Source: an optimization exercise on an open RTL-to-GDS flow (aim: small area). Production flows keep margins and buffers that such runs may drop. At most, simulation tests tie the RTL to the original design; equivalence was not proved. Power figures rest on the tool's default switching activity, not on a simulated workload.

==> inputs of trial 50 <==
// Game_Top
module Game_Top(clk, rst, pixel_index, game_sw, VOLUME_SW, btnL, btnR, btnC, volume, oled_data);
export LEC_CHECK = 0
export ABC_AREA = 1
export CAP_MARGIN = 20
export CELL_PAD_IN_SITES_DETAIL_PLACEMENT = 1
export CORE_MARGIN = 2
export CORE_UTILIZATION = 30
export GPL_TIMING_DRIVEN = 0
export PLACE_DENSITY = 0.4
export SLEW_MARGIN = 20
create_clock -name core_clock -period 20.0 [get_ports {clk}]
standard.sh (not shown) runs the stock make flow with config.mk's settings and CLKGATE_MAP_FILE= SYNTH_SCRIPT=/design/flow/synth_recipe.tcl, a recipe that flattens the netlist after the stock synthesis.
==> flow/flow/run.sh <==
#!/bin/bash
# Own flow: the standard layout (standard.sh) with these changes:
# - ABC maps the combinational logic with its area-oriented &nf mapper
#   (flow/abc_area.script) instead of ORFS's abc_area.script, whose
#   buffer/upsize steps add area. The rest of synthesis, including the
#   register mapping, is ORFS's synthesis as standard.sh runs it.
# - every port still gets a buffer, but a buf_1 (BUFFER_PORTS_ARGS);
# - clock tree synthesis without dummy loads, clkbuf_8 buffers under a
#   clkbuf_16 root, clusters of at most 12 sinks (CTS_ARGS).
# The tools' full output goes to standard_flow.log here and to ORFS's logs.
set -euo pipefail
WORK=$(pwd)
rm -rf "$WORK/scripts_own"
cp -r "$FLOW_HOME/scripts" "$WORK/scripts_own"
cp "$WORK/flow/abc_area.script" "$WORK/scripts_own/abc_area.script"
bash "$WORK/standard.sh" "SCRIPTS_DIR=$WORK/scripts_own" \
  "BUFFER_PORTS_ARGS=-buffer_cell sky130_fd_sc_hd__buf_1" \
  "CTS_ARGS=-sink_clustering_enable -repair_clock_nets -dont_use_dummy_load -buf_list sky130_fd_sc_hd__clkbuf_8 -root_buf sky130_fd_sc_hd__clkbuf_16 -sink_clustering_size 12 -sink_clustering_max_diameter 80" \
  finish > "$WORK/standard_flow.log" 2>&1
==> flow/flow/abc_area.script <==
strash
dch -f
&get -n
&nf -R 1000
&put
topo
==> build 36 (differences from trial 50) <==
==> flow/flow/run.sh (replaced) <==
#!/bin/bash
# Own flow: the standard layout (standard.sh), with one change: ABC maps
# the combinational logic with its area-oriented &nf mapper (flow/abc_area.script)
# instead of ORFS's abc_area.script, whose buffer/upsize steps add area.
# Everything else, including the register mapping, is ORFS's synthesis as
# standard.sh runs it.
set -euo pipefail
WORK=$(pwd)
rm -rf "$WORK/scripts_own"
cp -r "$FLOW_HOME/scripts" "$WORK/scripts_own"
cp "$WORK/flow/abc_area.script" "$WORK/scripts_own/abc_area.script"
bash "$WORK/standard.sh" "SCRIPTS_DIR=$WORK/scripts_own" finish > "$WORK/standard_flow.log" 2>&1
- GPL_TIMING_DRIVEN: 0 -> unset
==> trial 5 (differences from trial 50) <==
==> flow/flow/run.sh (replaced) <==
#!/bin/bash
# Own flow: the standard layout (standard.sh), with one change: ABC maps
# the combinational logic with its area-oriented &nf mapper (flow/abc_area.script)
# instead of ORFS's abc_area.script, whose buffer/upsize steps add area.
# Everything else, including the register mapping, is ORFS's synthesis as
# standard.sh runs it.
set -euo pipefail
WORK=$(pwd)
rm -rf "$WORK/scripts_own"
cp -r "$FLOW_HOME/scripts" "$WORK/scripts_own"
cp "$WORK/flow/abc_area.script" "$WORK/scripts_own/abc_area.script"
bash "$WORK/standard.sh" "SCRIPTS_DIR=$WORK/scripts_own" "BUFFER_PORTS_ARGS=-buffer_cell sky130_fd_sc_hd__buf_1" "CTS_ARGS=-sink_clustering_enable -repair_clock_nets -dont_use_dummy_load -buf_list sky130_fd_sc_hd__clkbuf_8 -root_buf sky130_fd_sc_hd__clkbuf_16 -sink_clustering_size 12 -sink_clustering_max_diameter 80" finish > "$WORK/standard_flow.log" 2>&1
==> summary of the runs <==
- In trial 50 the combinational power is lower than in build 36, by 3.9%.
- Count of clock-buffer cells in the layout is the same in trial 50 and trial 5.
- Non-clock buffer count: build 36 is higher than trial 5 (58).
- Routed wire length is the same in trial 50 and trial 5.
- Sequential cell count is the same in trial 50 and build 36.
- Against trial 5, the core utilization of build 36 is higher by 1.3 points.
==> figures <==
|  | build 36 | trial 50 | trial 5 |
|---|---|---|---|
| Result of the run | complete, no violations | complete, no violations | complete, no violations |
| Global-route track usage on met2 | 62.50% | 57.83% | 57.83% |
| Biggest cell delay along the critical path | 0.92 ns | 0.65 ns | 0.65 ns |
| Final worst-path cycle share | 93.49% | 97.85% | 97.85% |
| Peak VDD IR | 0.07358 mV | 0.04906 mV | 0.04906 mV |
| Total placed instance area | 0.01615 mm2 | 0.01585 mm2 | 0.01585 mm2 |
| Number of antenna repair diodes | 7 | 2 | 2 |
| Critical-path cell with the highest stage delay | sky130_fd_sc_hd__a311oi_1 | sky130_fd_sc_hd__nand2_1 | sky130_fd_sc_hd__nand2_1 |
| Register-to-Register Setup Slack | 16.11 ns | 15.34 ns | 15.34 ns |
| Source-to-sink clock delay at the later pin of the worst-skew pair | 0.46 ns | 0.45 ns | 0.45 ns |
| Number of fill cells in the layout | 5896 | 5857 | 5857 |
| Critical path depth | 38 | 43 | 43 |
| Vias per Instance | 7.081 | 7.029 | 7.029 |
| Area added between synthesis and finish | 17.67% | 13.40% | 13.40% |

* * *

==> inputs of job 6852 <==
Game_Top again, from the RTL that the note above started with.
Settings: LEC_CHECK=0, ABC_AREA=1, CAP_MARGIN=20, CELL_PAD_IN_SITES_DETAIL_PLACEMENT=1, CORE_MARGIN=2, CORE_UTILIZATION=30, GPL_TIMING_DRIVEN=0, PLACE_DENSITY=0.4, SLEW_MARGIN=20; clock period 20.0 ns.
==> flow/flow/run.sh <==
#!/bin/bash
# Own flow: the standard layout (standard.sh), with one change: ABC maps
# the combinational logic with its area-oriented &nf mapper (flow/abc_area.script)
# instead of ORFS's abc_area.script, whose buffer/upsize steps add area.
# Everything else, including the register mapping, is ORFS's synthesis as
# standard.sh runs it.
set -euo pipefail
WORK=$(pwd)
rm -rf "$WORK/scripts_own"
cp -r "$FLOW_HOME/scripts" "$WORK/scripts_own"
cp "$WORK/flow/abc_area.script" "$WORK/scripts_own/abc_area.script"
bash "$WORK/standard.sh" "SCRIPTS_DIR=$WORK/scripts_own" "BUFFER_PORTS_ARGS=-buffer_cell sky130_fd_sc_hd__buf_1" "CTS_ARGS=-sink_clustering_enable -repair_clock_nets -dont_use_dummy_load -sink_clustering_size 30 -sink_clustering_max_diameter 150" finish > "$WORK/standard_flow.log" 2>&1
Scripts as last shown in full above: flow/flow/abc_area.script
==> job 1787 (differences from job 6852) <==
--- a/flow/flow/run.sh
+++ b/flow/flow/run.sh
@@ -10,3 +10,3 @@
 cp -r "$FLOW_HOME/scripts" "$WORK/scripts_own"
 cp "$WORK/flow/abc_area.script" "$WORK/scripts_own/abc_area.script"
-bash "$WORK/standard.sh" "SCRIPTS_DIR=$WORK/scripts_own" "BUFFER_PORTS_ARGS=-buffer_cell sky130_fd_sc_hd__buf_1" "CTS_ARGS=-sink_clustering_enable -repair_clock_nets -dont_use_dummy_load -sink_clustering_size 30 -sink_clustering_max_diameter 150" finish > "$WORK/standard_flow.log" 2>&1
+bash "$WORK/standard.sh" "SCRIPTS_DIR=$WORK/scripts_own" "BUFFER_PORTS_ARGS=-buffer_cell sky130_fd_sc_hd__buf_1" finish > "$WORK/standard_flow.log" 2>&1
--- a/flow/config.mk
+++ b/flow/config.mk
@@ -11,4 +11,5 @@
 export CORE_MARGIN = 2
 export CORE_UTILIZATION = 30
+export CTS_BUF_LIST = sky130_fd_sc_hd__clkbuf_8
 export GPL_TIMING_DRIVEN = 0
 export PLACE_DENSITY = 0.4
==> comparison <==
- In clock-buffer cell count, job 1787 and job 6852 do not differ.
- In job 6852 the clock skew is higher than in job 1787, by 2.7 ps.
- In job 6852 the cell count is lower than in job 1787, by 0.66%.
- In sequential cell count, job 1787 and job 6852 do not differ.
- In job 1787 the first-iteration DRC count is lower than in job 6852, by about 9%.
- Sequential share of layout area is about the same in job 6852 and job 1787.
- In job 1787 the total power is smaller than in job 6852, by 2.3%.
- Job 1787 produced a clean layout. Job 6852 went through all stages and came out clean.
- In die area, job 6852 and job 1787 do not differ.
- In job 6852 the register-to-register slack is higher than in job 1787, by 40 ps.
- Synthesized cell count is the same in job 1787 and job 6852.

* * *

==> trial 42 <==
Game_Top, a different RTL version from the one above (not shown whole).
Settings: LEC_CHECK=0, ABC_AREA=1, CAP_MARGIN=20, CELL_PAD_IN_SITES_DETAIL_PLACEMENT=1, CORE_MARGIN=2, CORE_UTILIZATION=50, PLACE_DENSITY=0.6, SLEW_MARGIN=20; clock period 20.0 ns.
run.sh (not shown) runs the stock make flow with config.mk's settings and CLKGATE_MAP_FILE= SYNTH_SCRIPT=/design/flow/synth_recipe.tcl, a recipe that flattens the netlist after the stock synthesis.
Stock flow here: none of the scripts above is used.
==> build 77 (differences from trial 42) <==
- CORE_UTILIZATION: 50 -> 30
- PLACE_DENSITY: 0.6 -> 0.4
==> qor summary <==
item                                                                                 build 77                    trial 42
Register area share after synthesis                                                     15.1%                       15.1%
Vertical die dimension                                                                 268 um                      208 um
Cell at the root of the clock tree                                 sky130_fd_sc_hd__clkbuf_16  sky130_fd_sc_hd__clkbuf_16
Post-synthesis register bit count                                                         158                         158
Maximum buffer depth of the clock tree                                                      2                           2
Dominant cell by count in the synthesized netlist                    sky130_fd_sc_hd__nand2_1    sky130_fd_sc_hd__nand2_1
Area post-placement                                                                23,000 um2                  22,100 um2
Post-synth EDFFs                                                                            0                           0
Share of the synthesized netlist area taken by xor and xnor gates                       1.30%                       1.30%
Final weighted congestion in routability-driven placement                                1.24                        1.53
Minimum setup slack after placement                                                   1.51 ns                     1.68 ns
Post-detailed-placement half-perimeter wirelength                                      150 mm                      127 mm
Quantity of hold-fixing buffers added after cts                                             0                           0
Post-synth top flop                                                  sky130_fd_sc_hd__dfxtp_1    sky130_fd_sc_hd__dfxtp_1
Die span in x                                                                          268 um                      208 um
Netlist Area Pre-Place                                                             20,900 um2                  20,900 um2
Number of placement rows                                                                   96                          74
Status                                                                         finished clean              did not finish
Stage where the flow stopped                                                                -    global routing (5_1_grt)
Placed Cells                                                                            4,864                       4,417
Effective utilization at floorplan                                                      30.4%                       50.9%
Synth top area share                                                                    16.7%                       16.7%
No run of this note included a check of the RTL's function; only the layout flow was run.

* * *

==> inputs of job 8564 <==
Another version of the RTL of Game_Top (not shown whole).
Settings: LEC_CHECK=0, ABC_AREA=1, CAP_MARGIN=20, CELL_PAD_IN_SITES_DETAIL_PLACEMENT=1, CORE_MARGIN=2, CORE_UTILIZATION=30, PLACE_DENSITY=0.4, SETUP_SLACK_MARGIN=0.2, SLEW_MARGIN=20; clock period 20.0 ns.
standard.sh (not shown) runs the stock make flow with config.mk's settings and CLKGATE_MAP_FILE= SYNTH_SCRIPT=/design/flow/synth_recipe.tcl, a recipe that flattens the netlist after the stock synthesis.
==> flow/flow/run.sh <==
#!/bin/bash
# Own flow: the standard layout (standard.sh) with these changes:
# - ABC maps the combinational logic with its area-oriented &nf mapper
#   (flow/abc_area.script) instead of ORFS's abc_area.script, whose
#   buffer/upsize steps add area. The rest of synthesis, including the
#   register mapping, is ORFS's synthesis as standard.sh runs it.
# - every port still gets a buffer, but a buf_1 (BUFFER_PORTS_ARGS);
# - clock tree synthesis without dummy loads, clkbuf_8 buffers under a
#   clkbuf_16 root, clusters of at most 12 sinks (CTS_ARGS).
# The tools' full output goes to standard_flow.log here and to ORFS's logs.
set -euo pipefail
WORK=$(pwd)
rm -rf "$WORK/scripts_own"
cp -r "$FLOW_HOME/scripts" "$WORK/scripts_own"
cp "$WORK/flow/abc_area.script" "$WORK/scripts_own/abc_area.script"
bash "$WORK/standard.sh" "SCRIPTS_DIR=$WORK/scripts_own" \
  "BUFFER_PORTS_ARGS=-buffer_cell sky130_fd_sc_hd__buf_1" \
  "CTS_ARGS=-sink_clustering_enable -repair_clock_nets -dont_use_dummy_load -buf_list sky130_fd_sc_hd__clkbuf_8 -root_buf sky130_fd_sc_hd__clkbuf_16 -sink_clustering_size 12 -sink_clustering_max_diameter 80" \
  finish > "$WORK/standard_flow.log" 2>&1
Scripts as last shown in full above: flow/flow/abc_area.script
==> job 1976 (differences from job 8564) <==
- GPL_TIMING_DRIVEN: unset -> 0
- SETUP_SLACK_MARGIN: 0.2 -> 0.4
==> summary.txt <==
Status
  • Status: complete, no violations

Finish
  • Non-CTS buffers: 86
  • Seq area share: 0.1936
  • Multi-input combinational area share: 0.6715
  • Area added between synthesis and finish: 13.77%

STA
  • Final period util: 0.9579
  • Rel. slew slack: 0.1723

Pwr
  • Cell Pwr Density: ~70 mW/mm2
  • Cell Int Power: approximately 540 uW

GRT
  • Initial antenna violation count: 5

Detailed routing
  • Routed vias: about 18000
That was job 1976.
==> summary.txt <==
Finish
  • Multi-input combinational area share: 0.6722
  • Non-CTS buffers: approximately 120

STA
  • Final period util: 0.9154

Pwr
  • Cell Pwr Density: 71.23 mW/mm2
  • Cell Int Power: about 530 uW

Status
  • Status: complete, no violations

Detailed routing
  • Routed vias: around 19000
That was job 8564.

[re-timing with driven ports]
In the flow no input, the clock included, has a driving cell. The finished layouts below were timed again as built, in two steps. Step 1 sets driving cells, clkbuf_16 on the clock port and buf_2 on the other inputs (assumed; they add their load-dependent delay and slew). Step 2 times the ports against the registers' clock, not the clock port: input delays grow and output delays shrink by t, the midpoint of the rising clock arrivals with the driver on. Slacks: no drivers / after step 1 / after step 2; pairs: no drivers / after step 1.
run | t, ns | slack for setup (ns) | hold slack, ns | worst slew at a driven data input, ns
trial 50 | 0.489 | 0.431 / 0.404 / 0.404 | 0.383 / 0.383 / 0.383 | 0.08
build 36 | 0.512 | 1.301 / 1.273 / 1.273 | 0.383 / 0.383 / 0.383 | 0.07
trial 5 | 0.489 | 0.431 / 0.404 / 0.404 | 0.383 / 0.383 / 0.383 | 0.08
job 6852 | 0.530 | 0.353 / 0.326 / 0.326 | 0.382 / 0.382 / 0.382 | 0.08
job 1787 | 0.605 | 0.773 / 0.746 / 0.746 | 0.387 / 0.387 / 0.387 | 0.08
build 77 | 0.512 | 0.819 / 0.795 / 0.795 | 0.401 / 0.401 / 0.401 | 0.04
job 8564 | 0.425 | 1.692 / 1.670 / 1.670 | 0.384 / 0.384 / 0.384 | 0.06
job 1976 | 0.421 | 0.842 / 0.811 / 0.811 | 0.390 / 0.390 / 0.390 | 0.10
After both steps every run listed still meets setup and hold. For job 1976, which loses most, drivers alone change the setup slack by -0.031 ns; drivers and shift together by -0.031 ns.
